Context: an optimization exercise on an open-source flow, tuned for small area, a short achievable clock period and few clock cycles per item. The choices shown serve that exercise and are no tape-out recipe.
Where RTL was checked, it was by simulation tests only, not by an equivalence proof against the original.
Function not checked in runs 4 and 5: the RTL went through the layout flow alone.
The clock input has no modelled driver; a real chip could not lean on it and would need a root buffer or a full tree.
Power figures rest on the tool's default switching activity, not on a simulated workload.

===== design/flow/flow/post_cts.tcl =====
# Sourced by ORFS's cts.tcl after clock tree synthesis and its timing repair.

proc drop_clock_root {} {
  set block [ord::get_db_block]
  set clknet [$block findNet clk]
  set roots {}
  foreach it [$clknet getITerms] { lappend roots [$it getInst] }
  if {[llength $roots] != 1} { puts "drop_clock_root: [llength $roots] roots, left alone"; return }
  set root [lindex $roots 0]
  set rnet [[$root findITerm X] getNet]
  set sinks {}
  foreach it [$rnet getITerms] { if {[$it isInputSignal]} { lappend sinks $it } }
  if {[llength $sinks] > 4} { puts "drop_clock_root: root drives [llength $sinks] pins, left alone"; return }
  foreach it $sinks { $it disconnect; $it connect $clknet }
  odb::dbInst_destroy $root
  odb::dbNet_destroy $rnet
  puts "drop_clock_root: clk now drives [llength [$clknet getITerms]] pins"
}

# Port buffers that are delay cells become plain buffers.
proc plain_port_buffers {} {
  set buf [[ord::get_db] findMaster sky130_fd_sc_hd__buf_4]
  set n 0
  foreach inst [[ord::get_db_block] getInsts] {
    set m [[$inst getMaster] getName]
    if {[regexp {^(input|output)[0-9]+$} [$inst getName]] && [regexp {dly} $m]} {
      $inst swapMaster $buf
      incr n
    }
  }
  puts "plain_port_buffers: $n swapped"
}

drop_clock_root
set_dont_use {sky130_fd_sc_hd__dlygate* sky130_fd_sc_hd__clkdlybuf* sky130_fd_sc_hd__dlymetal*}
plain_port_buffers
detailed_placement
estimate_parasitics -placement
repair_design_helper
# Repair in steps of growing margin: one pass at the full margin gets stuck
# on paths that the smaller margins fix first.
foreach margin $::env(FLOW_REPAIR_STEPS) {
  repair_timing -setup_margin $margin -repair_tns 100 -verbose
}
detailed_placement
check_placement -verbose
estimate_parasitics -placement
report_clock_latency -clock [all_clocks]
report_worst_slack -max

===== design/flow/flow/run.sh =====
#!/bin/bash
# Standard layout (bash standard.sh, all ORFS steps), with changes to clock
# tree synthesis and the timing repair that follows it:
#  - TritonCTS builds smaller sink clusters of clkbuf_8 and no dummy loads;
set -euo pipefail
here=$(pwd)
export CTS_ARGS="-sink_clustering_enable -repair_clock_nets -dont_use_dummy_load -sink_clustering_size 16 -sink_clustering_max_diameter 50 -buf_list sky130_fd_sc_hd__clkbuf_8"
# ORFS's own repair after CTS is skipped: post_cts.tcl repairs in steps instead.
export SKIP_CTS_REPAIR_TIMING=1
export FLOW_REPAIR_STEPS="${FLOW_REPAIR_STEPS:-2.5 2.6 2.7 2.8 2.8}"
export POST_CTS_TCL="$here/flow/post_cts.tcl"
bash standard.sh > "$here/standard.log" 2>&1

===== design/flow/standard.sh =====
#!/bin/bash
# synth_recipe.tcl (not shown) runs the flow's synth.tcl, then flattens the netlist and writes it again
# the make line also repeats each setting of config.mk as NAME=value (left out here)
make -C /OpenROAD-flow-scripts/flow DESIGN_CONFIG=/design/flow/config.mk WORK_HOME=/design/flow/orfs CLKGATE_MAP_FILE= SYNTH_SCRIPT=/design/flow/synth_recipe.tcl "${@:-finish}"

===== design/flow/design.v =====
module apb_fifo (
    input  wire        clk,
    input  wire        rst,
    input  wire        psel,
    input  wire [3:0]  paddr,
    input  wire [31:0] pwdata,
    input  wire        penable,
    input  wire        pwrite,
    output wire [31:0] prdata,
    output wire        pready
);
reg [31:0] mem [0:15];    
reg [15:0] vld;           
reg [15:0] wsel;          
reg [3:0]  cnt;           
reg        rdy;           
reg [31:0] rdq;           
wire setup = psel & ~penable;
wire full  = (cnt == 4'd15);
wire empty = (cnt == 4'd0);
always @(posedge clk or negedge rst) begin
    if (!rst) begin
        rdy  <= 1'b0;
        wsel <= 16'b0;
        cnt  <= 4'd0;
        vld  <= 16'b0;
    end else begin
        rdy  <= setup & (pwrite ? ~full : ~empty);
        wsel <= (setup & pwrite & ~full) ? (16'b1 << paddr) : 16'b0;
        if (rdy & penable)
            cnt <= pwrite ? cnt + 4'd1 : cnt - 4'd1;
        if (penable)
            vld <= vld | wsel;
    end
end
wire [15:0] rsel = vld & (16'b1 << paddr);
reg  [31:0] rword;
integer i;
always @(*) begin
    rword = 32'b0;
    for (i = 0; i < 16; i = i + 1)
        rword = rword | ({32{rsel[i]}} & mem[i]);
end
always @(posedge clk) begin
    for (i = 0; i < 16; i = i + 1)
        if (wsel[i] & penable)
            mem[i] <= pwdata;
    rdq <= rword;
end
assign prdata = rdq;
assign pready = rdy;
endmodule

===== design/flow/constraint.sdc =====
create_clock -name core_clock -period 5.0 [get_ports {clk}]
set_input_delay 1.0000 -clock core_clock [delete_from_list [all_inputs] [get_ports {clk}]]
set_output_delay 1.0000 -clock core_clock [all_outputs]
set_load 0.01 [all_outputs]

===== design/flow/config.mk =====
export PLATFORM = sky130hd
export DESIGN_NAME = apb_fifo
export DESIGN_NICKNAME = apb_fifo
export VERILOG_FILES = /design/flow/design.v
export SDC_FILE = /design/flow/constraint.sdc
export NUM_CORES = 4
export LEC_CHECK = 0
export CAP_MARGIN = 20
export CORE_MARGIN = 2
export CORE_UTILIZATION = 55
export SETUP_SLACK_MARGIN = 2.9
export SLEW_MARGIN = 20
export TNS_END_PERCENT = 5

==> results of run 1 <==
-- layer usage --
metal  global-route usage  up-vias  share of wire
met5                    0        -              0
met4               0.0850        0          0.031
met3               0.0421      116          0.088
met2                0.465      575           0.48
met1                0.420     5741           0.40
li1                     -     4675              -
-- kinds of logic after synthesis --
| kind of cell | after synthesis | share of synthesized area |
|---|---|---|
| multiplexers | 1 | 0.000553 |
| buffers and inverters | 68 | 0.0154 |
| flip-flops | 581 | 0.831 |
| XOR/XNOR | 4 | 0.00172 |
| adder cells (fa/ha/maj) | 3 | 0.00221 |
| AND/OR/NAND/NOR | 156 | 0.0480 |
| AO/OA/AOI/OAI | 260 | 0.101 |
-- critical path, cell delays in order --
cell      delay (ns)
buf_4           0.17
nor2b_4         0.40
and3_4          0.55
a22o_1          0.21
a221oi_1        0.05
nand4_1         0.19
-- Yosys cell counts, drive strengths merged --
cell	instances	area [um2]
a21oi	1	5.00
a22oi	172	1290
and4b	1	10.0
nand2	15	56.3
a22o	46	403
nand2b	2	12.5
nor3b	1	7.51
nor2	19	71.3
and3	16	105
or4	3	22.5
or2	16	100
fa	1	20.0
xnor2	3	26.3
nand4b	1	8.76
ha	2	25.0
o22ai	1	6.26
a21o	1	7.51
o21ai	1	5.00
buf	32	179
nor3	4	20.0
nor2b	4	35.0
clkbuf	35	131
inv	1	3.75
edfxtp	512	15400
dfrtp	37	926
a221oi	38	333
dfxtp	32	641
and4	25	219
mux2	1	11.3
xor2	1	8.76
nand4	31	194
and2	18	115
-- through the flow --
stage / instances / worst slack [ns] / utilization / area, um2 / total power, mW
after floorplan: 1073 / 2.57 / - / 20400 / 5.64
after global placement: 1556 / 1.49 / 0.588 / 21500 / 5.83
after detailed placement: 1556 / 1.44 / 0.588 / 21500 / 5.84
after global routing: 1668 / 2.75 / 0.625 / 22800 / 8.22
final: 1668 / 2.74 / 0.625 / 22800 / 8.00
-- state kept, by name (all words and copies together), names as in the netlist --
register / flops
vld: 16
mem: 512
cnt: 4
rdy: 1
rdq: 32
wsel: 16
-- cell usage in the layout, fill, tap and decap left out, types with 15 or more instances in the layout --
cell type  instances
clkbuf_8          47
edfxtp_1         512
and4_1            25
nor2_1            17
or2_2             16
nand2_1           15
dfxtp_1           32
a22oi_1          172
a221oi_1          30
and3_4            31
dfrtp_1           37
nand4_1           31
a22o_1            46
buf_4             98
-- layout make-up --
cell class / count / area (um2) / share of cell area
clock buffer: 47 / 647 / 0.0284
tap: 468 / 586 / 0.0257
multi-input combinational: 443 / 3510 / 0.154
timing repair buffer: 128 / 1120 / 0.0493
sequential: 581 / 16900 / 0.743
inverter: 1 / 3.75 / 0.000165
-- worst max-delay path by stage --
stage                         from   endpoint  slack (ns)  depth (start not counted)
final                     paddr[2]    rdq[15]        2.74                          6
after global routing      paddr[0]     rdq[3]        2.75                          6
after detailed placement  paddr[3]    rdq[25]        1.44                          6
after global placement    paddr[0]     rdq[3]        1.49                          6
after floorplan            penable  mem[1][0]        2.57                          2
-- where the power goes --
part           switching [mW]  total (mW)  internal (mW)
clock network            1.37        2.22          0.841
registers              0.0823        5.42           5.34
logic                   0.207       0.361          0.154
==> impl_metrics.yaml, run 1 <==
run_status:
  run_status: "complete, no violations"
grt:
  antenna_found_initial: 1
  grt_overflow: 0
  grt_util_all_layers: 0.290
  grt_max_degree: 38
  grt_pass1_vias: 10807
  grt_pass1_wl_um: 78100
worst_setup_path:
  reg2reg_depth: 4
  worst_setup_path_end_kind: "register"
  r2r_end: "rdq[24]"
  regToRegStartpoint: "vld[4]"
  r2r_setup_slack_ns: 3.14
  worstPathRequired_ns: 5.32
  arrival_ns: 2.58
  worstPathMaxFanout: 16
  start_kind: "primary input"
  worstSetupPathType: "in -> reg"
floorplanning:
  fp.dieH_um: 196
  dieArea_um2: 38600
  ios: 74
  placementRows: 70
  start_util: 0.558
  core_area_um2: 36500
  die_x_um: 196
placement:
  dp_hpwl_um: 22800
  place_congestion: 0.750
  io_buffers: 73
logic_synthesis:
  ys_seq_area_frac: 0.831
  ys_ff_latch: 581
  syn_area_um2: 20400
  synth_warnings: 2
  synth_nets: 1117
  postSynthAreaPerCell_um2: 19.0
  synthCells: 1073
  synth.distinct_cells: 37
timing:
  setup_tns_ns: 0
  maxSlewHeadroom: 0.255
  tightestPinTransition_ns: 1.12
  timing.hold.ws_ns: 0.475
  finalSetupViolCount: 0
  hold_viol: 0
  fin_skew_ns: 0.0484
  rsz0062_at_grt: "true"
  fin_crit_sh: 0.452
  max_freq_mhz: 442
  period_minus_slack_ns: 2.26
  maxSlewViolCount: 0
worst_hold_path:
  worstHoldEndpoint: "rdq[13]"
  whs_path_depth: 2
  holdCritStartpoint: "mem[15][13]"
  hp-class: "reg -> reg"
cells_and_area:
  layout.nets: 1246
  synthToLayoutAreaGrowth_pct: 12.0
  fillerInstances: 2605
  final_layout_size_suffix_gt1_frac: 0.211
  diodes: 0
power:
  peakVddDrop_mv: 0.250
  leakagePower_nw: 7.40
  p_per_area_nw_per_um2: 351
routing:
  drtIter0Drc: 1498
  drc_errors: 0
  wirelength_um: 55500
  firstDrtPassIters: 6
  wl_per_cell_um: 33.3
  num_vias: 11107
  drt-vias-per-instance: 6.66
  drtAntennaViolNets: 0
clock_tree:
  clock_sinks: 581
  clk_pin_slew_worst_paths_ns: 0.09
  clkLatencyLatePin_ns: 0.43
job:
  drv_cap: 0
Testbench counts, summed over its fixed seeds: cycles 6,400, transfers 3,200.
==> inputs of run 2 (changes only) <==
==> design/flow/flow/run.sh (replaced) <==
#!/bin/bash
# Standard layout (bash standard.sh, all ORFS steps), with changes to clock
# tree synthesis and the timing repair that follows it:
#  - TritonCTS builds smaller sink clusters of clkbuf_8 and no dummy loads;
set -euo pipefail
here=$(pwd)
export CTS_ARGS="-sink_clustering_enable -repair_clock_nets -dont_use_dummy_load -sink_clustering_size 16 -sink_clustering_max_diameter 50 -buf_list sky130_fd_sc_hd__clkbuf_8"
export FLOW_REPAIR_STEPS="${FLOW_REPAIR_STEPS:-2.6 2.8 3.0 3.2}"
export POST_CTS_TCL="$here/flow/post_cts.tcl"
bash standard.sh > "$here/standard.log" 2>&1
--- a/design/flow/flow/post_cts.tcl
+++ b/design/flow/flow/post_cts.tcl
@@ -17,13 +17,13 @@
   puts "drop_clock_root: clk now drives [llength [$clknet getITerms]] pins"
 }
 
-# Port buffers that are delay cells become plain buffers.
+# Port buffers become plain buffers of the smallest useful size; timing
+# repair then sizes up those on critical paths.
 proc plain_port_buffers {} {
-  set buf [[ord::get_db] findMaster sky130_fd_sc_hd__buf_4]
+  set buf [[ord::get_db] findMaster sky130_fd_sc_hd__buf_2]
   set n 0
   foreach inst [[ord::get_db_block] getInsts] {
-    set m [[$inst getMaster] getName]
-    if {[regexp {^(input|output)[0-9]+$} [$inst getName]] && [regexp {dly} $m]} {
+    if {[regexp {^(input|output)[0-9]+$} [$inst getName]]} {
       $inst swapMaster $buf
       incr n
     }
==> design/flow/config.mk (replaced) <==
export PLATFORM = sky130hd
export DESIGN_NAME = apb_fifo
export DESIGN_NICKNAME = apb_fifo
export VERILOG_FILES = /design/flow/design.v
export SDC_FILE = /design/flow/constraint.sdc
export NUM_CORES = 4
export LEC_CHECK = 0
export CAP_MARGIN = 0
export CORE_MARGIN = 2
export CORE_UTILIZATION = 55
export SETUP_SLACK_MARGIN = 3.0
export SLEW_MARGIN = 0
export TNS_END_PERCENT = 5
==> run 2 against run 1 <==
Cell area up 5.8%. Clock skew up 0.0014 ns. Worst hold slack worse by 0.0043 ns. Non-clock buffer count up 78. Critical path depth up 1. Combinational power up 13%. Power up 0.93%. First-iteration DRC count up 14%. Synthesized area unchanged. Largest cell class unchanged. Largest power group unchanged. Highest routed layer is now met5.
==> impl_metrics.yaml, run 2 <==
routing:
  firstDrtPassIters: 6
  wirelength_um: 61200
  wl_per_cell_um: 34.7
  drtIter0Drc: 1705
  drt-vias-per-instance: 6.66
  drc_errors: 0
  num_vias: 11749
  drtAntennaViolNets: 0
timing:
  fin_skew_ns: 0.0498
  period_minus_slack_ns: 2.14
  max_freq_mhz: 466
  setup_tns_ns: 0
  tightestPinTransition_ns: 0.529
  fin_crit_sh: 0.429
  hold_viol: 0
  rsz0062_at_grt: "true"
  finalSetupViolCount: 0
  maxSlewHeadroom: 0.648
  maxSlewViolCount: 0
power:
  p_total_mw: 8.07
  leakagePower_nw: 7.96
  peakVddDrop_mv: 0.258
  p_per_area_nw_per_um2: 334
logic_synthesis:
  yosysTopAreaCell: "edfxtp_1"
  synth_edf_count: 512
  yosysMostFrequentCell: "edfxtp_1"
  ys_ff_latch: 581
  synthCells: 1073
  async_reset_ff_frac: 0.0637
  synth_ff_type: "edfxtp_1"
  ys_seq_area_frac: 0.831
  synth.distinct_cells: 37
  yosys-top-cells-area: "edfxtp_1 (75%), a22oi_1 (6.3%), dfrtp_1 (4.5%)"
  synth_common_cells: "edfxtp_1 (512), a22oi_1 (172), a22o_1 (46)"
  syn_area_um2: 20400
  synth_nets: 1117
  synth.top_cell.area_share: 0.755
  postSynthAreaPerCell_um2: 19.0
  synth_warnings: 2
cells_and_area:
  reg.largest.list: "mem x512, rdq x32"
  final_common_cell: "edfxtp_1"
  largest-register: "mem"
  layout.nets: 1343
  fillerInstances: 2497
  largest_reg_flops: 512
  diodes: 0
  synthToLayoutAreaGrowth_pct: 18.5
  final_layout_size_suffix_gt1_frac: 0.317
  final_cell_mix: "edfxtp_1 (512), a22oi_1 (142), buf_6 (59)"
grt:
  met3_usage: 0.0821
  met1_usage: 0.413
  antenna_found_initial: 3
  grt-busiest-layer: "met2"
  grt_pass1_wl_um: 85000
  grt_overflow: 0
  grtUsageMet2: 0.524
  grt_pass1_vias: 11587
  grt_util_all_layers: 0.321
  grt_max_degree: 38
worst_setup_path:
  worstPathRequired_ns: 5.28
  arrival_ns: 2.42
  slowest_stage: "or4_4"
  worstSetupPathType: "in -> reg"
  worst_setup_path_end_kind: "register"
  reg2reg_depth: 4
  slowest_delay_ns: 0.50
  regToRegStartpoint: "vld[12]"
  worstPathMaxFanout: 7
  r2r_end: "rdq[10]"
  start_kind: "primary input"
  r2r_setup_slack_ns: 3.11
  crit_chain: "buf_12 > nor2b_4 > buf_1 > and3_4 > a22oi_2 > nand2_1 > or4_4"
placement:
  place_congestion: 0.726
  io_buffers: 73
  dp_hpwl_um: 22900
worst_hold_path:
  holdCritStartpoint: "mem[11][2]"
  worstHoldEndpoint: "rdq[2]"
  whs_path_depth: 2
  hp-class: "reg -> reg"
run_status:
  run_status: "complete, no violations"
floorplanning:
  fp.dieH_um: 196
  dieArea_um2: 38600
  start_util: 0.558
  core_area_um2: 36500
  die_x_um: 196
  placementRows: 70
  ios: 74
clock_tree:
  clk_pin_slew_worst_paths_ns: 0.09
  clock_sinks: 581
  clkLatencyLatePin_ns: 0.43
job:
  drv_cap: 0
run 2: where the power goes:
group          total, mW  switching, mW  leakage, nW  internal, mW
Combinational      0.409          0.228         2.25         0.181
Sequential          5.43         0.0866         5.37          5.34
Clock               2.23           1.39        0.338         0.843
run 2: through the flow:
| stage | cells | hold WS, ns | util | setup slack (ns) | area [um2] |
|---|---|---|---|---|---|
| floorplan | 1073 | 0.430 | - | 2.67 | 20400 |
| detailed placement | 1557 | 0.445 | 0.589 | 1.46 | 21500 |
| finish | 1765 | 0.471 | 0.661 | 2.86 | 24100 |
| global placement | 1557 | 0.445 | 0.589 | 1.50 | 21500 |
| global route | 1765 | 0.500 | 0.661 | 2.85 | 24100 |
run 2: area by class of cell:
type                    count  area [um2]  area share
clock buffers              47         647      0.0268
flip-flops and latches    581       17000       0.703
repair buffers            206        1920      0.0797
multi-input cells         462        4010       0.166
inverters                   1        3.75    0.000156
well taps                 468         586      0.0243
run 2: kinds of logic (layout without fill, tap and decap cells):
group,after synthesis,after routing,synth area share
multiplexers,1,1,0.000553
flip-flops,581,581,0.831
buffers and inverters,68,254,0.0154
AND/OR/NAND/NOR,156,194,0.0480
AO/OA/AOI/OAI,260,260,0.101
XOR/XNOR,4,4,0.00172
adder cells (fa/ha/maj),3,3,0.00221
run 2: routing by layer:
metal  vias up  share of wire
met5         -        0.00033
met4         4          0.053
met3       188           0.11
met2       733           0.47
met1      5923           0.36
li1       4901              -
run 2: worst max-delay path by stage:
stage | slack, ns | cells after the start | from | end
after floorplan | 2.67 | 7 | paddr[2] | rdq[10]
after global placement | 1.50 | 6 | paddr[3] | rdq[11]
after detailed placement | 1.46 | 6 | paddr[3] | rdq[20]
after global routing | 2.85 | 7 | paddr[2] | rdq[10]
final | 2.86 | 7 | paddr[2] | rdq[10]
run 2: critical path: cells and delay by family:
kind | cells | cell delay [ns]
AOI/OAI and AO/OA | 1 | 0.19
buffers and inverters | 2 | 0.23
and+or+nand+nor | 4 | 0.99
==> inputs of run 3 (changes only) <==
--- a/design/flow/config.mk
+++ b/design/flow/config.mk
@@ -5,9 +5,9 @@
 export SDC_FILE = /design/flow/constraint.sdc
 export NUM_CORES = 4
 export LEC_CHECK = 0
-export CAP_MARGIN = 0
+export CAP_MARGIN = 20
 export CORE_MARGIN = 2
 export CORE_UTILIZATION = 55
 export SETUP_SLACK_MARGIN = 3.0
-export SLEW_MARGIN = 0
+export SLEW_MARGIN = 20
 export TNS_END_PERCENT = 5
==> run 3 against run 2 <==
Still clean. Cell count is 0.11% higher. Flip-flop and latch count is the same. Via count fell by 0.11%. Synthesized cell count unchanged. Clock skew grew 0.0044 ns. Routed wire length shrank 0.59%. Power decreased by 0.15%. First-iteration DRC count decreased by 9.0%. Sequential power hardly changed. Critical path type unchanged. Largest power group unchanged.
==> impl_metrics.yaml, run 3 <==
logic_synthesis:
  yosysMostFrequentCell: "edfxtp_1"
  ys_ff_latch: 581
  yosysTopAreaCell: "edfxtp_1"
  syn_area_um2: 20400
  synth_warnings: 2
  synth.distinct_cells: 37
  synth_edf_count: 512
  synth.top_cell.area_share: 0.755
  synth_common_cells: "edfxtp_1 (512), a22oi_1 (172), a22o_1 (46)"
  synth_ff_type: "edfxtp_1"
  yosys-top-cells-area: "edfxtp_1 (75%), a22oi_1 (6.3%), dfrtp_1 (4.5%)"
  postSynthAreaPerCell_um2: 19.0
  synthCells: 1073
  async_reset_ff_frac: 0.0637
  ys_seq_area_frac: 0.831
  synth_nets: 1117
floorplanning:
  ios: 74
  placementRows: 70
  core_area_um2: 36500
  start_util: 0.558
  die_x_um: 196
  dieArea_um2: 38600
  fp.dieH_um: 196
routing:
  drtAntennaViolNets: 0
  drtIter0Drc: 1551
  wirelength_um: 60800
  drt-vias-per-instance: 6.64
  wl_per_cell_um: 34.4
  firstDrtPassIters: 5
  num_vias: 11736
  drc_errors: 0
worst_setup_path:
  cp_top_family: "simple AND/OR/NAND/NOR gates"
  worstPathRequired_ns: 5.28
  arrival_ns: 2.41
  cp_num_buf_inv: 2
  reg2reg_depth: 4
  start_kind: "primary input"
  r2r_setup_slack_ns: 3.12
  worstSetupPathType: "in -> reg"
  worstPathMaxFanout: 5
  cp-endpoint: "rdq[10]"
  worst_setup_path_end_kind: "register"
  crit_chain: "buf_12 > and2_4 > buf_6 > and3_4 > a22oi_2 > nand2_1 > or4_4"
  regToRegStartpoint: "vld[12]"
  slowest_stage: "or4_4"
  crit_path_start: "paddr[1]"
  slowest_delay_ns: 0.55
  r2r_end: "rdq[10]"
  path_depth: 7
cells_and_area:
  final_layout_size_suffix_gt1_frac: 0.318
  final_cell_mix: "edfxtp_1 (512), a22oi_1 (141), buf_6 (59)"
  multiInputGateArea_um2: 4010
  largest-register: "mem"
  layoutNonFillerInstCount: 1767
  utilization: 0.661
  final_common_cell: "edfxtp_1"
  layout.nets: 1344
  synthToLayoutAreaGrowth_pct: 18.6
  fillerInstances: 2493
  largest_reg_flops: 512
  reg.largest.list: "mem x512, rdq x32"
  seq_area_um2: 17000
timing:
  period_minus_slack_ns: 2.13
  timing.hold.ws_ns: 0.472
  maxSlewViolCount: 0
  fin_ws_ns: 2.87
  fin_crit_sh: 0.426
  fin_skew_ns: 0.0542
  maxSlewHeadroom: 0.647
  setup_tns_ns: 0
  hold_viol: 0
  max_freq_mhz: 469
  finalSetupViolCount: 0
  rsz0062_at_grt: "true"
  tightestPinTransition_ns: 0.530
clock_tree:
  clkLatencyLatePin_ns: 0.43
  clk_pin_slew_worst_paths_ns: 0.09
  clock_sinks: 581
power:
  leakagePower_nw: 7.97
  p_per_area_nw_per_um2: 334
  peakVddDrop_mv: 0.259
placement:
  place_congestion: 0.726
  io_buffers: 73
  pre_cts_ws_ns: 1.46
  dp.cells: 1557
  dp_hpwl_um: 22900
grt:
  grt_overflow: 0
  grt_pass1_vias: 11641
  grt_util_all_layers: 0.321
  antenna_found_initial: 1
  grt_pass1_wl_um: 85000
  grt_max_degree: 38
job:
  drv_cap: 0
run_status:
  run_status: "complete, no violations"
worst_hold_path:
  hp-class: "reg -> reg"
==> run 3: changes by cell type in the layout (fill, tap and decap cells not counted), sizes merged <==
cell   before  now
buf       204  205
diode       0    1
==> run 3: through the flow <==
stage	area [um2]	total power [mW]
global placement	21500	5.83
global route	24200	8.29
detailed placement	21500	5.84
finish	24200	8.06
floorplan	20400	5.64
==> run 3: worst min-delay path by stage <==
stage                     endpoint  slack [ns]       start  cells past startpoint
after floorplan             vld[0]        0.43      vld[0]                      1
after global placement      vld[4]        0.44      vld[4]                      1
after detailed placement    vld[5]        0.45      vld[5]                      1
after global routing        rdq[1]        0.50  mem[15][1]                      2
final                       rdq[2]        0.47  mem[11][2]                      2
==> run 3: power by group <==
| group | switching (mW) | internal [mW] | total, mW |
|---|---|---|---|
| clock network | 1.38 | 0.842 | 2.22 |
| registers | 0.0862 | 5.34 | 5.43 |
| logic | 0.227 | 0.182 | 0.409 |
| total | 1.69 | 6.37 | 8.06 |
==> run 3: per-layer routing <==
| metal | vias to the layer above | wire [um] | track usage |
|---|---|---|---|
| li1 | 4914 | - | - |
| met5 | - | 12 | 0 |
| met1 | 5966 | 22200 | 0.411 |
| met3 | 178 | 6400 | 0.0806 |
| met2 | 676 | 28900 | 0.520 |
| met4 | 2 | 3320 | 0.149 |
==> run 3: logic make-up after synthesis <==
| group | Yosys count | share of synthesized area |
|---|---|---|
| multiplexers | 1 | 0.000553 |
| AND/OR/NAND/NOR | 156 | 0.0480 |
| XOR/XNOR | 4 | 0.00172 |
| flip-flops | 581 | 0.831 |
| AO/OA/AOI/OAI | 260 | 0.101 |
| buffers and inverters | 68 | 0.0154 |
| adder cells (fa/ha/maj) | 3 | 0.00221 |
==> run 3: worst reg2reg max path, cell delays in order (launching register included) <==
cell and delay, ns:
dfrtp_1 0.58, and3_4 0.36, a22oi_2 0.13, nand2_1 0.11, or4_4 0.55
==> run 3: cell type report <==
type,instances,share of cell area
flip-flops and latches,581,0.702
multi-input cells,462,0.166
repair buffers,207,0.0803
clock buffers,47,0.0268
well taps,468,0.0242
inverters,1,0.000155
diodes,1,0.000104
==> inputs of run 4 (changes only) <==
==> design/flow/design.v (replaced) <==
module apb_fifo (
    input  wire        clk,
    input  wire        rst,
    input  wire        psel,
    input  wire [3:0]  paddr,
    input  wire [31:0] pwdata,
    input  wire        penable,
    input  wire        pwrite,
    output wire [31:0] prdata,
    output wire        pready
);
reg [31:0] mem [0:15];    
reg [15:0] vld;           
reg [3:0]  cnt;           
reg [15:0] wsel;          
reg        rdy;           
reg [31:0] rdq;           
wire setup = psel & ~penable;
wire full  = (cnt == 4'd15);
wire empty = (cnt == 4'd0);
always @(posedge clk or negedge rst) begin
    if (!rst) begin
        cnt <= 4'd0;
        vld <= 16'b0;
    end else begin
        if (rdy & penable)
            cnt <= pwrite ? cnt + 4'd1 : cnt - 4'd1;
        if (penable)
            vld <= vld | wsel;
    end
end
reg [31:0] rq [0:3];
reg [3:0]  rv;
reg [31:0] rword;
integer i;
always @(*) begin
    for (i = 0; i < 4; i = i + 1) begin
        rq[i] = mem[4*i + paddr[1:0]];
        rv[i] = vld[4*i + paddr[1:0]];
    end
    rword = rq[paddr[3:2]] & {32{rv[paddr[3:2]]}};
end
always @(posedge clk) begin
    rdy  <= setup & (pwrite ? ~full : ~empty);
    wsel <= (setup & pwrite & ~full) ? (16'b1 << paddr) : 16'b0;
    for (i = 0; i < 16; i = i + 1)
        if (wsel[i] & penable)
            mem[i] <= pwdata;
    rdq <= rword;
end
assign prdata = rdq;
assign pready = rdy;
endmodule
--- a/design/flow/flow/post_cts.tcl
+++ b/design/flow/flow/post_cts.tcl
@@ -17,13 +17,13 @@
   puts "drop_clock_root: clk now drives [llength [$clknet getITerms]] pins"
 }
 
-# Port buffers become plain buffers of the smallest useful size; timing
-# repair then sizes up those on critical paths.
+# Port buffers that are delay cells become plain buffers.
 proc plain_port_buffers {} {
-  set buf [[ord::get_db] findMaster sky130_fd_sc_hd__buf_2]
+  set buf [[ord::get_db] findMaster sky130_fd_sc_hd__buf_4]
   set n 0
   foreach inst [[ord::get_db_block] getInsts] {
-    if {[regexp {^(input|output)[0-9]+$} [$inst getName]]} {
+    set m [[$inst getMaster] getName]
+    if {[regexp {^(input|output)[0-9]+$} [$inst getName]] && [regexp {dly} $m]} {
       $inst swapMaster $buf
       incr n
     }
==> run 4 against run 3 <==
Synthesized area is 4.7% higher. Critical endpoint is now rdq[17]. Critical path type unchanged. Clock power shrank 2%. Maximum frequency is 2.1% lower. Non-clock buffer count is 55 lower. Routed wire length shrank 12%. Combinational power grew 58%. Flip-flop and latch count stayed put. Largest cell class unchanged.
==> impl_metrics.yaml, run 4 <==
timing:
  max_freq_mhz: 459
  period_minus_slack_ns: 2.18
  fin_skew_ns: 0.0547
  fin_crit_sh: 0.436
  maxSlewHeadroom: 0.566
  hold_viol: 0
  timing.hold.ws_ns: 0.440
  rsz0062_at_grt: "true"
  fin_ws_ns: 2.82
  maxSlewViolCount: 0
  finalSetupViolCount: 0
  tightestPinTransition_ns: 0.651
  setup_tns_ns: 0
grt:
  grt_util_all_layers: 0.274
  grt_pass1_wl_um: 77200
  antenna_found_initial: 0
  grtUsageMet2: 0.467
  grt_max_degree: 46
  grt_overflow: 0
  grt-busiest-layer: "met2"
  met3_usage: 0.0430
  met1_usage: 0.367
  grt_pass1_vias: 10756
cells_and_area:
  synthToLayoutAreaGrowth_pct: 13.3
  reg.largest.list: "mem x512, rdq x32"
  layout.nets: 1155
  stdcell_area_um2: 24200
  seq_area_um2: 16900
  utilization: 0.628
  final_common_cell: "edfxtp_1"
  final_cell_mix: "edfxtp_1 (512), mux4_2 (131), buf_4 (65)"
  layoutNonFillerInstCount: 1628
  multiInputGateArea_um2: 4390
  largest_reg_flops: 512
  final_layout_size_suffix_gt1_frac: 0.387
  fillerInstances: 2673
  largest-register: "mem"
routing:
  drtIter0Drc: 862
  firstDrtPassIters: 4
  drc_errors: 0
  drtAntennaViolNets: 0
  drt-vias-per-instance: 6.38
  num_vias: 10387
  wl_per_cell_um: 33.0
  wirelength_um: 53700
worst_setup_path:
  reg2reg_depth: 6
  worstPathMaxFanout: 6
  r2r_setup_slack_ns: 3.20
  regToRegStartpoint: "vld[7]"
  arrival_ns: 2.47
  worst_setup_path_end_kind: "register"
  start_kind: "primary input"
  worstPathRequired_ns: 5.29
  worstSetupPathType: "in -> reg"
  r2r_end: "rdq[17]"
logic_synthesis:
  synth.top_cell.area_share: 0.721
  synth_common_cells: "edfxtp_1 (512), mux4_2 (131), a22oi_1 (63)"
  ys_seq_area_frac: 0.790
  synthCells: 949
  yosys-top-cells-area: "edfxtp_1 (72%), mux4_2 (14%), dfxtp_1 (4.6%)"
  synth_ff_type: "edfxtp_1"
  syn_area_um2: 21300
  yosysTopAreaCell: "edfxtp_1"
  ys_ff_latch: 581
  postSynthAreaPerCell_um2: 22.5
  synth_warnings: 3
  synth_nets: 993
  synth.distinct_cells: 36
  async_reset_ff_frac: 0.0344
  yosysMostFrequentCell: "edfxtp_1"
  synth_edf_count: 512
placement:
  dp.cells: 1512
  io_buffers: 73
  pre_cts_ws_ns: 1.42
  dp_hpwl_um: 24200
  post_dp_cell_area_um2: 22600
  place_congestion: 0.724
floorplanning:
  die_x_um: 201
  core_area_um2: 38500
  placementRows: 72
  dieArea_um2: 40400
  fp.dieH_um: 201
  ios: 74
  start_util: 0.555
power:
  peakVddDrop_mv: 0.262
  leakagePower_nw: 7.89
  p_per_area_nw_per_um2: 340
  p_total_mw: 8.22
clock_tree:
  clkLatencyLatePin_ns: 0.43
  clk_pin_slew_worst_paths_ns: 0.09
  clock_sinks: 581
job:
  drv_cap: 0
run_status:
  run_status: "complete, no violations"
worst_hold_path:
  hp-class: "in -> async"
## run 4: changes by cell type in the layout (fill, tap and decap cells not counted), sizes merged, moves of 30 or more
cell / change
a21oi: +33
buf: -61
and3: -38
a221oi: -38
nand4: -30
mux4: +131
a22o: -44
a22oi: -109
## run 4: logic make-up after synthesis
group / Yosys count / share of synthesized area
AND/OR/NAND/NOR: 70 / 0.0185
adder cells (fa/ha/maj): 3 / 0.00211
AO/OA/AOI/OAI: 104 / 0.0324
buffers and inverters: 53 / 0.0153
XOR/XNOR: 3 / 0.00123
multiplexers: 135 / 0.140
flip-flops: 581 / 0.790
## run 4: report_power, final
group	internal (mW)	switching (mW)
registers	5.34	0.0547
logic	0.313	0.332
clock network	0.840	1.34
total	6.50	1.73
## run 4: worst max path at each step
stage | startpoint | to | slack, ns | depth (start not counted)
floorplan | paddr[0] | rdq[30] | 2.69 | 6
global placement | paddr[2] | rdq[16] | 1.51 | 6
detailed placement | paddr[2] | rdq[27] | 1.42 | 5
global route | paddr[0] | rdq[24] | 2.81 | 7
finish | paddr[0] | rdq[17] | 2.82 | 7
## run 4: routing by layer
metal,vias up,part of all wire
li1,4258,-
met1,5652,0.39
met2,389,0.51
met3,88,0.063
met4,0,0.035
met5,-,0
## run 4: worst max-delay path: stages
cell,delay [ns]
clkbuf_16,0.16
mux4_2,0.50
a22o_1,0.25
nor2_4,0.19
buf_12,0.15
clkbuf_16,0.16
a21oi_1,0.05
## run 4: final cells by class
class / count / area share
flip-flops and latches: 581 / 0.699
diodes: 1 / 0.000104
clock buffers: 47 / 0.0268
well taps: 518 / 0.0268
multi-input cells: 328 / 0.182
repair buffers: 152 / 0.0654
inverters: 1 / 0.000259
==> inputs of run 5 (changes only) <==
==> design/flow/design.v (replaced) <==
module apb_fifo (
    input  wire        clk,
    input  wire        rst,
    input  wire        psel,
    input  wire [3:0]  paddr,
    input  wire [31:0] pwdata,
    input  wire        penable,
    input  wire        pwrite,
    output wire [31:0] prdata,
    output wire        pready
);
reg [31:0] mem [0:15];    
reg [15:0] vld;           
reg [15:0] wsel;          
reg [3:0]  cnt;           
reg        rdy;           
reg [31:0] rdq;           
wire setup = psel & ~penable;
wire full  = (cnt == 4'd15);
wire empty = (cnt == 4'd0);
always @(posedge clk or negedge rst) begin
    if (!rst) begin
        rdy  <= 1'b0;
        wsel <= 16'b0;
        cnt  <= 4'd0;
        vld  <= 16'b0;
    end else begin
        rdy  <= setup & (pwrite ? ~full : ~empty);
        wsel <= (setup & pwrite & ~full) ? (16'b1 << paddr) : 16'b0;
        if (rdy & penable)
            cnt <= pwrite ? cnt + 4'd1 : cnt - 4'd1;
        if (penable)
            vld <= vld | wsel;
    end
end
wire [15:0] rsel;
wire [31:0] rword;
apb_fifo_rsel u_rsel (.paddr(paddr), .vld(vld), .sel(rsel));
genvar b;
generate
    for (b = 0; b < 32; b = b + 1) begin : g_rbit
        apb_fifo_rbit u_rbit (
            .sel(rsel),
            .d({mem[15][b], mem[14][b], mem[13][b], mem[12][b],
                mem[11][b], mem[10][b], mem[9][b],  mem[8][b],
                mem[7][b],  mem[6][b],  mem[5][b],  mem[4][b],
                mem[3][b],  mem[2][b],  mem[1][b],  mem[0][b]}),
            .q(rword[b]));
    end
endgenerate
integer i;
always @(posedge clk) begin
    for (i = 0; i < 16; i = i + 1)
        if (wsel[i] & penable)
            mem[i] <= pwdata;
    rdq <= rword;
end
assign prdata = rdq;
assign pready = rdy;
endmodule
module apb_fifo_rsel (
    input  wire [3:0]  paddr,
    input  wire [15:0] vld,
    output wire [15:0] sel
);
assign sel = vld & (16'b1 << paddr);
endmodule
module apb_fifo_rbit (
    input  wire [15:0] sel,
    input  wire [15:0] d,
    output wire        q
);
assign q = |(sel & d);
endmodule
--- a/design/flow/flow/run.sh
+++ b/design/flow/flow/run.sh
@@ -5,6 +5,5 @@
 set -euo pipefail
 here=$(pwd)
 export CTS_ARGS="-sink_clustering_enable -repair_clock_nets -dont_use_dummy_load -sink_clustering_size 16 -sink_clustering_max_diameter 50 -buf_list sky130_fd_sc_hd__clkbuf_8"
-export FLOW_REPAIR_STEPS="${FLOW_REPAIR_STEPS:-2.6 2.8 3.0 3.2}"
 export POST_CTS_TCL="$here/flow/post_cts.tcl"
 bash standard.sh > "$here/standard.log" 2>&1
--- a/design/flow/flow/post_cts.tcl
+++ b/design/flow/flow/post_cts.tcl
@@ -37,11 +37,7 @@
 detailed_placement
 estimate_parasitics -placement
 repair_design_helper
-# Repair in steps of growing margin: one pass at the full margin gets stuck
-# on paths that the smaller margins fix first.
-foreach margin $::env(FLOW_REPAIR_STEPS) {
-  repair_timing -setup_margin $margin -repair_tns 100 -verbose
-}
+repair_timing -setup_margin $::env(SETUP_SLACK_MARGIN) -repair_tns 100 -verbose
 detailed_placement
 check_placement -verbose
 estimate_parasitics -placement
--- a/design/flow/config.mk
+++ b/design/flow/config.mk
@@ -7,7 +7,9 @@
 export LEC_CHECK = 0
 export CAP_MARGIN = 20
 export CORE_MARGIN = 2
-export CORE_UTILIZATION = 55
+export CORE_UTILIZATION = 40
 export SETUP_SLACK_MARGIN = 3.0
 export SLEW_MARGIN = 20
+export SYNTH_HIERARCHICAL = 1
+export SYNTH_MINIMUM_KEEP_SIZE = 0
 export TNS_END_PERCENT = 5
==> run 5 against run 4 <==
Critical path type unchanged. Global-route usage fell by 6.1 points. Via count grew 9.3%. Still clean on timing, DRC and antenna. Worst hold slack improved by 0.024 ns. Clock power increased by 8%. Clock-buffer cell count up 4. Flip-flop and latch count is the same. Combinational power down 33%. Non-clock buffer count grew 15. Clock skew up 0.051 ns. Sequential power is essentially flat. Synthesized cell count rose by 3.2%. Maximum frequency rose by 3.9%.
==> impl_metrics.yaml, run 5 <==
run_status:
  run_status: "complete, no violations"
timing:
  setup_tns_ns: 0
  period_minus_slack_ns: 2.10
  rsz0062_at_grt: "true"
  maxSlewViolCount: 0
  fin_skew_ns: 0.106
  max_freq_mhz: 477
  fin_crit_sh: 0.419
  tightestPinTransition_ns: 0.709
  hold_viol: 0
  finalSetupViolCount: 0
  maxSlewHeadroom: 0.527
cells_and_area:
  final_cell_mix: "edfxtp_1 (512), a22o_1 (128), a221oi_2 (126)"
  final_common_cell: "edfxtp_1"
  largest_reg_flops: 512
  reg.largest.list: "mem x512, rdq x32"
  diodes: 0
  layout.nets: 1264
  synthToLayoutAreaGrowth_pct: 17.1
  layoutNonFillerInstCount: 1898
  final_layout_size_suffix_gt1_frac: 0.351
  stdcell_area_um2: 24500
  largest-register: "mem"
logic_synthesis:
  yosysTopAreaCell: "edfxtp_1"
  yosysMostFrequentCell: "edfxtp_1"
  synth_edf_count: 512
  async_reset_ff_frac: 0.0637
  synth.top_cell.area_share: 0.735
  synth_warnings: 8
  synth_common_cells: "edfxtp_1 (512), a221oi_2 (128), a22o_1 (128)"
  syn_area_um2: 20900
  ys_seq_area_frac: 0.810
  postSynthAreaPerCell_um2: 21.4
  synth_nets: 1023
  synthCells: 979
  ys_ff_latch: 581
  yosys-top-cells-area: "edfxtp_1 (73%), a221oi_2 (9.2%), a22o_1 (5.4%)"
  synth.distinct_cells: 39
  synth_ff_type: "edfxtp_1"
placement:
  post_dp_cell_area_um2: 22700
  io_buffers: 73
  dp_hpwl_um: 24300
  place_congestion: 0.705
  dp.cells: 1739
floorplanning:
  ios: 74
  dieArea_um2: 54200
  start_util: 0.406
  placementRows: 83
  fp.dieH_um: 233
  die_x_um: 233
  core_area_um2: 51500
routing:
  drtIter0Drc: 1272
  drtAntennaViolNets: 0
  num_vias: 11350
  firstDrtPassIters: 5
  wirelength_um: 57400
  drt-vias-per-instance: 5.98
  wl_per_cell_um: 30.2
  drc_errors: 0
worst_setup_path:
  arrival_ns: 2.28
  worstSetupPathType: "in -> reg"
  worst_setup_path_end_kind: "register"
  worstPathMaxFanout: 8
  worstPathRequired_ns: 5.19
  start_kind: "primary input"
power:
  internal_power_mw: 6.43
  p_total_mw: 8.21
  p_per_area_nw_per_um2: 335
  leakagePower_nw: 8.15
  net-switching-power_mw: 1.78
  power_frac_seq: 0.661
  pwr-share-comb: 0.052
  peakVddDrop_mv: 0.159
  pwr-share-clk: 0.286
  p_sw_frac: 0.216
grt:
  grt_pass1_wl_um: 81500
  grt_util_all_layers: 0.213
  grt_max_degree: 38
  grt_overflow: 0
  antenna_found_initial: 2
  grt_pass1_vias: 11178
job:
  drv_cap: 0
clock_tree:
  clk_pin_slew_worst_paths_ns: 0.07
  clock_sinks: 581
  clkLatencyLatePin_ns: 0.47
worst_hold_path:
  hp-class: "reg -> reg"
[run 5: changes by cell type in the layout (fill, tap and decap cells not counted), sizes merged, moves of 17 or more]
| cell | change |
|---|---|
| nand4 | +34 |
| dfrtp | +17 |
| buf | +21 |
| and3 | +38 |
| mux4 | -131 |
| a22o | +126 |
| a221oi | +128 |
| dfxtp | -17 |
| a22oi | -63 |
| a21oi | -32 |
[run 5: power by group through the flow]
stage	Sequential [mW]	Clock (mW)	Combinational [mW]
floorplan	5.50	0	0.166
global placement	5.50	0	0.374
detailed placement	5.50	0	0.385
global route	5.43	2.57	0.469
finish	5.43	2.35	0.431
[run 5: layout make-up]
| type | instances | area, um2 |
|---|---|---|
| Fill cell | 4319 | 27000 |
| Tap cell | 680 | 851 |
| Multi-Input combinational cell | 418 | 4410 |
| Inverter | 1 | 3.75 |
| Clock buffer | 51 | 702 |
| Sequential cell | 581 | 17000 |
| Timing Repair Buffer | 167 | 1580 |
[run 5: worst paths after layout]
| check | slack (ns) | from | endpoint | depth (start not counted) |
|---|---|---|---|---|
| setup reg to reg | 3.26 | vld[7] | rdq[1] | 5 |
| hold / removal | 0.46 | mem[14][0] | rdq[0] | 2 |
| min in group asynchronous | 0.60 | rst | wsel[9] | 2 |
| setup / recovery | 2.90 | paddr[2] | rdq[15] | 7 |
| max in group asynchronous | 3.99 | rst | wsel[13] | 2 |
| hold reg to reg | 0.46 | mem[14][0] | rdq[0] | 2 |
[run 5: critical path: stages]
cell and delay (ns):
buf_12 0.11, and2_4 0.17, buf_6 0.11, and3_4 0.25
a22o_1 0.22, a221oi_2 0.21, nand4_1 0.21
[run 5: cells by family (layout without fill, tap and decap cells)]
group / Yosys count / in the layout / share of synthesized area
AND/OR/NAND/NOR: 126 / 149 / 0.0380
adder cells (fa/ha/maj): 3 / 3 / 0.00215
flip-flops: 581 / 581 / 0.810
XOR/XNOR: 2 / 2 / 0.000837
buffers and inverters: 3 / 219 / 0.000897
AO/OA/AOI/OAI: 262 / 262 / 0.147
multiplexers: 2 / 2 / 0.00102
[run 5: metrics by stage]
step | setup slack, ns | hold slack [ns] | util
3_5_place_dp | 1.63 | 0.457 | 0.440
6_report | 2.90 | 0.464 | 0.476
2_1_floorplan | 2.89 | 0.440 | -
5_1_grt | 2.87 | 0.483 | 0.476
3_3_place_gp | 1.63 | 0.452 | 0.440
[run 5: per-module statistics from Yosys, one instance, submodules excluded]
module         cell area [um2]  cells  copies in the design
apb_fifo_rsel              146     24                     1
apb_fifo                 17500    667                     1
apb_fifo_rbit              101      9                    32
[run 5: per-layer routing]
| metal | global-route usage | vias up | part of all wire |
|---|---|---|---|
| li1 | - | 4775 | - |
| met3 | 0.0696 | 96 | 0.11 |
| met5 | 0 | - | 0.00017 |
| met1 | 0.299 | 5929 | 0.41 |
| met4 | 0.0494 | 2 | 0.022 |
| met2 | 0.323 | 548 | 0.46 |
==> inputs of run 6 (changes only) <==
--- a/design/flow/design.v
+++ b/design/flow/design.v
@@ -33,22 +33,14 @@
             vld <= vld | wsel;
     end
 end
-wire [15:0] rsel;
-wire [31:0] rword;
-apb_fifo_rsel u_rsel (.paddr(paddr), .vld(vld), .sel(rsel));
-genvar b;
-generate
-    for (b = 0; b < 32; b = b + 1) begin : g_rbit
-        apb_fifo_rbit u_rbit (
-            .sel(rsel),
-            .d({mem[15][b], mem[14][b], mem[13][b], mem[12][b],
-                mem[11][b], mem[10][b], mem[9][b],  mem[8][b],
-                mem[7][b],  mem[6][b],  mem[5][b],  mem[4][b],
-                mem[3][b],  mem[2][b],  mem[1][b],  mem[0][b]}),
-            .q(rword[b]));
-    end
-endgenerate
+wire [15:0] rsel = vld & (16'b1 << paddr);
+reg  [31:0] rword;
 integer i;
+always @(*) begin
+    rword = 32'b0;
+    for (i = 0; i < 16; i = i + 1)
+        rword = rword | ({32{rsel[i]}} & mem[i]);
+end
 always @(posedge clk) begin
     for (i = 0; i < 16; i = i + 1)
         if (wsel[i] & penable)
@@ -58,17 +50,3 @@
 assign prdata = rdq;
 assign pready = rdy;
 endmodule
-module apb_fifo_rsel (
-    input  wire [3:0]  paddr,
-    input  wire [15:0] vld,
-    output wire [15:0] sel
-);
-assign sel = vld & (16'b1 << paddr);
-endmodule
-module apb_fifo_rbit (
-    input  wire [15:0] sel,
-    input  wire [15:0] d,
-    output wire        q
-);
-assign q = |(sel & d);
-endmodule
--- a/design/flow/flow/run.sh
+++ b/design/flow/flow/run.sh
@@ -5,5 +5,8 @@
 set -euo pipefail
 here=$(pwd)
 export CTS_ARGS="-sink_clustering_enable -repair_clock_nets -dont_use_dummy_load -sink_clustering_size 16 -sink_clustering_max_diameter 50 -buf_list sky130_fd_sc_hd__clkbuf_8"
+# ORFS's own repair after CTS is skipped: post_cts.tcl repairs in steps instead.
+export SKIP_CTS_REPAIR_TIMING=1
+export FLOW_REPAIR_STEPS="${FLOW_REPAIR_STEPS:-2.5 2.6 2.7 2.8 2.9}"
 export POST_CTS_TCL="$here/flow/post_cts.tcl"
 bash standard.sh > "$here/standard.log" 2>&1
--- a/design/flow/flow/post_cts.tcl
+++ b/design/flow/flow/post_cts.tcl
@@ -17,16 +17,23 @@
   puts "drop_clock_root: clk now drives [llength [$clknet getITerms]] pins"
 }
 
-# Port buffers that are delay cells become plain buffers.
+# Port buffers become plain buffers: buf_4 for the address and penable,
+# whose paths are the critical ones, buf_2 for the other ports. Timing
+# repair then sizes up those that need it.
 proc plain_port_buffers {} {
-  set buf [[ord::get_db] findMaster sky130_fd_sc_hd__buf_4]
+  set db [ord::get_db]
+  set big [$db findMaster sky130_fd_sc_hd__buf_4]
+  set small [$db findMaster sky130_fd_sc_hd__buf_2]
   set n 0
   foreach inst [[ord::get_db_block] getInsts] {
-    set m [[$inst getMaster] getName]
-    if {[regexp {^(input|output)[0-9]+$} [$inst getName]] && [regexp {dly} $m]} {
-      $inst swapMaster $buf
-      incr n
+    if {![regexp {^(input|output)[0-9]+$} [$inst getName]]} { continue }
+    set port ""
+    foreach it [$inst getITerms] {
+      set net [$it getNet]
+      if {$net ne "NULL" && [llength [$net getBTerms]] > 0} { set port [[lindex [$net getBTerms] 0] getName] }
     }
+    if {[regexp {^(paddr|penable)} $port]} { set m $big } else { set m $small }
+    if {[[$inst getMaster] getName] ne [$m getName]} { $inst swapMaster $m; incr n }
   }
   puts "plain_port_buffers: $n swapped"
 }
@@ -37,7 +44,11 @@
 detailed_placement
 estimate_parasitics -placement
 repair_design_helper
-repair_timing -setup_margin $::env(SETUP_SLACK_MARGIN) -repair_tns 100 -verbose
+# Repair in steps of growing margin: one pass at the full margin gets stuck
+# on paths that the smaller margins fix first.
+foreach margin $::env(FLOW_REPAIR_STEPS) {
+  repair_timing -setup_margin $margin -repair_tns 100 -verbose
+}
 detailed_placement
 check_placement -verbose
 estimate_parasitics -placement
--- a/design/flow/config.mk
+++ b/design/flow/config.mk
@@ -7,9 +7,7 @@
 export LEC_CHECK = 0
 export CAP_MARGIN = 20
 export CORE_MARGIN = 2
-export CORE_UTILIZATION = 40
+export CORE_UTILIZATION = 45
 export SETUP_SLACK_MARGIN = 3.0
 export SLEW_MARGIN = 20
-export SYNTH_HIERARCHICAL = 1
-export SYNTH_MINIMUM_KEEP_SIZE = 0
 export TNS_END_PERCENT = 5
==> run 6 against run 5 <==
Still clean. Clock power down 6%. Flip-flop and latch count unchanged. Synthesized area down 2.6%. Sequential share of layout area up 4.7 points. Cell count down 5.4%. Routed wire length down 0.15%. Clock-buffer cell count down 5. Clock skew down 0.054 ns. Register-to-register slack worse by 0.06 ns. Utilization up 4.1 points. Critical path type unchanged. Critical endpoint is now rdq[10]. Largest cell class unchanged. Largest power group unchanged. Highest routed layer unchanged.
==> impl_metrics.yaml, run 6 <==
worst_hold_path:
  hp-class: "reg -> reg"
routing:
  drc_errors: 0
  wirelength_um: 57300
  drt-vias-per-instance: 6.23
  num_vias: 11192
  wl_per_cell_um: 31.9
  drtAntennaViolNets: 0
  firstDrtPassIters: 5
  drtIter0Drc: 1401
grt:
  grtUsageMet2: 0.378
  met3_usage: 0.0428
  grt_overflow: 0
  grt-busiest-layer: "met2"
  grt_pass1_vias: 10558
  grt_max_degree: 38
  grt_util_all_layers: 0.233
  grt_pass1_wl_um: 76700
  antenna_found_initial: 6
  met1_usage: 0.322
logic_synthesis:
  synthCells: 1073
  syn_area_um2: 20400
  async_reset_ff_frac: 0.0637
  synth_edf_count: 512
  synth_mux_area_frac: 0.000553
  synth.distinct_cells: 37
  synth_warnings: 2
  synthSimpleGateAreaFrac: 0.0480
  synth_top_family_by_area: "compound AO/OA/AOI/OAI gates"
  synthAdderAreaFrac: 0.00221
  synth_compound_gate_area_share: 0.101
  synth_nets: 1117
  synthXorXnorAreaFrac: 0.00172
  yosysTopAreaCell: "edfxtp_1"
  ys_ff_latch: 581
  postSynthAreaPerCell_um2: 19.0
  ys_seq_area_frac: 0.831
  synth_common_cells: "edfxtp_1 (512), a22oi_1 (172), a22o_1 (46)"
  synth_ff_type: "edfxtp_1"
  synth.top_cell.area_share: 0.755
  yosys-top-cells-area: "edfxtp_1 (75%), a22oi_1 (6.3%), dfrtp_1 (4.5%)"
  yosysMostFrequentCell: "edfxtp_1"
timing:
  max_freq_mhz: 468
  fin_skew_ns: 0.0514
  fin_crit_sh: 0.428
  hold_viol: 0
  maxSlewHeadroom: 0.299
  tightestPinTransition_ns: 1.05
  timing.hold.ws_ns: 0.485
  rsz0062_at_grt: "true"
  maxSlewViolCount: 0
  finalSetupViolCount: 0
  setup_tns_ns: 0
  period_minus_slack_ns: 2.14
floorplanning:
  fp.dieH_um: 217
  die_x_um: 217
  dieArea_um2: 47000
  start_util: 0.459
  core_area_um2: 44400
  ios: 74
  placementRows: 77
clock_tree:
  clkLatencyLatePin_ns: 0.44
  clock_sinks: 581
  clk_pin_slew_worst_paths_ns: 0.10
worst_setup_path:
  crit_chain: "buf_6 > and2_4 > and3_4 > a22oi_1 > nand2_1 > or4_1"
  worstPathMaxFanout: 10
  r2r_setup_slack_ns: 3.20
  start_kind: "primary input"
  worst_setup_path_end_kind: "register"
  worstPathRequired_ns: 5.30
  worstSetupPathType: "in -> reg"
  slowest_delay_ns: 0.51
  slowest_stage: "or4_1"
  arrival_ns: 2.44
power:
  p_per_area_nw_per_um2: 348
  leakagePower_nw: 7.41
  peakVddDrop_mv: 0.145
cells_and_area:
  final_cell_mix: "edfxtp_1 (512), a22oi_1 (168), buf_2 (69)"
  largest-register: "mem"
  synthToLayoutAreaGrowth_pct: 12.6
  layout.nets: 1248
  final_common_cell: "edfxtp_1"
  reg.largest.list: "mem x512, rdq x32"
  final_layout_size_suffix_gt1_frac: 0.221
  largest_reg_flops: 512
placement:
  io_buffers: 73
  place_congestion: 0.753
  dp_hpwl_um: 23500
run_status:
  run_status: "complete, no violations"
job:
  drv_cap: 0
[run 6: changes by cell type after synthesis, sizes merged, moves of 2 or more]
cell    previous run  this run
buf                1        32
nand3              2         0
a22o             128        46
or4                1         3
and4               0        25
nand2              4        15
a221oi           128        38
clkbuf             1        35
nand4             35        31
a22oi              0       172
nand4b             3         1
[run 6: per-stage QoR]
| stage | std cells | utilization | instance area (um2) | power [mW] | setup slack (ns) |
|---|---|---|---|---|---|
| 3_3_place_gp | 1680 | 0.488 | 21700 | 5.83 | 1.51 |
| 5_1_grt | 1795 | 0.516 | 22900 | 8.22 | 2.87 |
| 2_1_floorplan | 1073 | - | 20400 | 5.64 | 2.67 |
| 3_5_place_dp | 1680 | 0.488 | 21700 | 5.84 | 1.41 |
| 6_report | 1796 | 0.516 | 22900 | 7.98 | 2.86 |
[run 6: metal layers]
layer | share of wire | wire length [um]
met5 | 0.00084 | 48
met4 | 0.041 | 2330
met3 | 0.098 | 5620
met2 | 0.47 | 26700
met1 | 0.40 | 22600
[run 6: worst paths after layout]
path / start / endpoint / depth (start not counted)
setup / recovery: paddr[1] / rdq[10] / 6
hold / removal: mem[8][13] / rdq[13] / 2
setup reg to reg: vld[7] / rdq[10] / 4
hold reg to reg: mem[8][13] / rdq[13] / 2
max in group asynchronous: rst / cnt[2] / 2
min in group asynchronous: rst / wsel[15] / 2
[run 6: cell families (layout without fill, tap and decap cells)]
kind of cell | count (synthesis) | in the layout
AOI/OAI and AO/OA | 260 | 260
xor gates and xnor gates | 4 | 4
adders and majority gates | 3 | 3
buffers and inverters | 68 | 174
DFF | 581 | 581
muxes | 1 | 1
other | 0 | 2
and+or+nand+nor | 156 | 179
[run 6: worst max-delay path, delay by kind of cell]
kind	cells	cell delay (ns)
simple gates	4	1.11
compound gates	1	0.20
buf+inv	1	0.11
[run 6: where the power goes]
part           internal (mW)  total [mW]  switching, mW
registers               5.34        5.43         0.0883
logic                  0.135       0.348          0.213
clock network          0.824        2.20           1.38
[run 6: area by class of cell]
class | instances | area, um2
Fill cell | 3498 | 21500
Sequential cell | 581 | 16900
Multi-Input combinational cell | 447 | 3600
Timing Repair Buffer | 127 | 1010
Tap cell | 592 | 741
Clock buffer | 46 | 633
Antenna cell | 2 | 5.00
Inverter | 1 | 3.75
Testbench counts of run 6, summed over its fixed seeds: cycles 6,400, transfers 3,200.
==> inputs of run 7 (changes only) <==
--- a/design/flow/config.mk
+++ b/design/flow/config.mk
@@ -7,7 +7,7 @@
 export LEC_CHECK = 0
 export CAP_MARGIN = 20
 export CORE_MARGIN = 2
-export CORE_UTILIZATION = 45
+export CORE_UTILIZATION = 55
 export SETUP_SLACK_MARGIN = 3.0
 export SLEW_MARGIN = 20
 export TNS_END_PERCENT = 5
==> run 7 against run 6 <==
Register-to-register slack improved by 0.03 ns. Sequential power about the same. Synthesized cell count unchanged. Cell area decreased by 0.49%. Non-clock buffer count increased by 9. First-iteration DRC count decreased by 13%. Clock power about the same. Critical path depth unchanged. Global-route usage increased by 4.6 points. Flip-flop and latch count unchanged. Largest cell class unchanged. Largest power group unchanged.
==> impl_metrics.yaml, run 7 <==
logic_synthesis:
  synthCells: 1073
  synth_common_cells: "edfxtp_1 (512), a22oi_1 (172), a22o_1 (46)"
  yosysTopAreaCell: "edfxtp_1"
  syn_area_um2: 20400
  synth.top_cell.area_share: 0.755
  async_reset_ff_frac: 0.0637
  yosysMostFrequentCell: "edfxtp_1"
  synth_compound_gate_area_share: 0.101
  synth_warnings: 2
  synthSimpleGateAreaFrac: 0.0480
  synth.distinct_cells: 37
  synth_nets: 1117
  synthAdderAreaFrac: 0.00221
  ys_ff_latch: 581
  synthXorXnorAreaFrac: 0.00172
  ys_seq_area_frac: 0.831
  yosys-top-cells-area: "edfxtp_1 (75%), a22oi_1 (6.3%), dfrtp_1 (4.5%)"
  postSynthAreaPerCell_um2: 19.0
  synth_mux_area_frac: 0.000553
  synth_edf_count: 512
  synth_top_family_by_area: "compound AO/OA/AOI/OAI gates"
  synth_ff_type: "edfxtp_1"
timing:
  fin_ws_ns: 2.87
  fin_crit_sh: 0.426
  max_freq_mhz: 469
  maxSlewHeadroom: 0.341
  period_minus_slack_ns: 2.13
  hold_viol: 0
  tightestPinTransition_ns: 0.988
  rsz0062_at_grt: "true"
  fin_skew_ns: 0.0532
  setup_tns_ns: 0
  maxSlewViolCount: 0
  finalSetupViolCount: 0
worst_hold_path:
  hp-class: "reg -> reg"
cells_and_area:
  final_common_cell: "edfxtp_1"
  diodes: 0
  largest_reg_flops: 512
  multiInputGateArea_um2: 3560
  final_layout_size_suffix_gt1_frac: 0.222
  utilization: 0.625
  final_cell_mix: "edfxtp_1 (512), a22oi_1 (167), buf_2 (71)"
  largest-register: "mem"
  reg.largest.list: "mem x512, rdq x32"
  seq_area_um2: 16900
  synthToLayoutAreaGrowth_pct: 12.0
  fillerInstances: 2628
  layout.nets: 1255
power:
  power_frac_seq: 0.679
  net-switching-power_mw: 1.66
  leakagePower_nw: 7.43
  internal_power_mw: 6.32
  pwr-share-clk: 0.279
  pwr-share-comb: 0.043
  peakVddDrop_mv: 0.242
  p_sw_frac: 0.208
  p_per_area_nw_per_um2: 350
routing:
  drc_errors: 0
  wirelength_um: 54000
  drtAntennaViolNets: 0
  num_vias: 10973
  firstDrtPassIters: 5
  wl_per_cell_um: 32.2
  drt-vias-per-instance: 6.54
  drtIter0Drc: 1216
worst_setup_path:
  cp-endpoint: "rdq[10]"
  worstSetupPathType: "in -> reg"
  worstPathMaxFanout: 11
  start_kind: "primary input"
  crit_path_start: "paddr[3]"
  r2r_setup_slack_ns: 3.23
  worst_setup_path_end_kind: "register"
  worstPathRequired_ns: 5.27
  arrival_ns: 2.41
  r2r_end: "rdq[11]"
  reg2reg_depth: 4
  regToRegStartpoint: "vld[12]"
job:
  drv_cap: 0
grt:
  grt_max_degree: 38
  grt_pass1_vias: 10773
  grt_util_all_layers: 0.279
  grt_pass1_wl_um: 75500
  antenna_found_initial: 1
  grt_overflow: 0
floorplanning:
  die_x_um: 196
  ios: 74
  fp.dieH_um: 196
  start_util: 0.558
  core_area_um2: 36500
  dieArea_um2: 38600
  placementRows: 70
placement:
  dp_hpwl_um: 22900
  io_buffers: 73
  pre_cts_ws_ns: 1.46
  place_congestion: 0.726
run_status:
  run_status: "complete, no violations"
clock_tree:
  clock_sinks: 581
  clk_pin_slew_worst_paths_ns: 0.09
  clkLatencyLatePin_ns: 0.42
## run 7: cell counts after synthesis
No cell type changed its count.
## run 7: logic make-up after synthesis
| kind of cell | count (synthesis) |
|---|---|
| flops | 581 |
| xor+xnor | 4 |
| mux | 1 |
| buf+inv | 68 |
| simple gates | 156 |
| compound gates | 260 |
| fa+ha+maj | 3 |
## run 7: power groups by stage
stage	registers, mW	logic (mW)	clock network (mW)
3_3_place_gp	5.50	0.329	0
6_report	5.42	0.342	2.22
3_5_place_dp	5.50	0.339	0
2_1_floorplan	5.50	0.141	0
5_1_grt	5.42	0.372	2.43
## run 7: layer usage
layer	routed length [um]	up-vias	GRT usage
met2	26400	492	0.465
met3	4550	96	0.0479
met5	13	-	0
li1	-	4700	-
met1	21600	5683	0.384
met4	1530	2	0.0794
## run 7: worst min-delay path by stage
stage                from  cells after the start  slack [ns]     end
3_5_place_dp       vld[5]                      1        0.45  vld[5]
5_1_grt        mem[15][1]                      2        0.50  rdq[1]
2_1_floorplan      vld[0]                      1        0.43  vld[0]
6_report       mem[11][2]                      2        0.47  rdq[2]
3_3_place_gp       vld[4]                      1        0.44  vld[4]
## run 7: cell type report
| class | count | area share |
|---|---|---|
| clock buffers | 47 | 0.0283 |
| inverters | 1 | 0.000164 |
| well taps | 468 | 0.0257 |
| multi-input cells | 444 | 0.156 |
| flip-flops and latches | 581 | 0.742 |
| repair buffers | 136 | 0.0473 |
## run 7: stage by stage
step / hold WS (ns) / power, mW / area [um2] / std cells
6_report: 0.470 / 7.98 / 22800 / 1677
3_3_place_gp: 0.445 / 5.83 / 21500 / 1557
3_5_place_dp: 0.445 / 5.84 / 21500 / 1557
5_1_grt: 0.498 / 8.22 / 22800 / 1677
2_1_floorplan: 0.430 / 5.64 / 20400 / 1073
## run 7: critical path, stage by stage
cell,delay (ns)
buf_4,0.16
nor2b_4,0.19
and3_4,0.23
a22oi_1,0.20
nand2_1,0.08
or4_4,0.53

## what the ideal ports hide
The results above use ideal ports. As a check the final layouts listed here were re-extracted and re-timed, cells and wires unchanged.
Step 1 assumes that a clkbuf_16 drives the clock port and a buf_2 every other input.
Step 2 also shifts input and output timing later by t, the mid clock arrival at the registers, as if the neighbouring blocks saw the same clock.
Three values: no drivers, after step 1, after step 2; two values: the first two.
run | t (ns) | slack for setup (ns) | hold WS [ns]
run 1 | 0.492 | 2.739 / 2.799 / 2.307 | 0.475 / 0.475 / 0.475
run 2 | 0.492 | 2.856 / 2.900 / 2.408 | 0.471 / 0.471 / 0.471
run 3 | 0.497 | 2.868 / 2.914 / 2.417 | 0.472 / 0.472 / 0.472
run 4 | 0.506 | 2.821 / 2.699 / 2.193 | 0.440 / 0.368 / 0.473
run 5 | 0.516 | 2.903 / 2.947 / 2.431 | 0.464 / 0.464 / 0.464
run 6 | 0.516 | 2.862 / 2.872 / 2.419 | 0.485 / 0.485 / 0.485
run 7 | 0.490 | 2.868 / 2.934 / 2.444 | 0.470 / 0.470 / 0.470
After both steps every run listed still meets setup and hold. For run 4, which loses most, drivers alone change the setup slack by -0.122 ns; drivers and shift together by -0.628 ns.
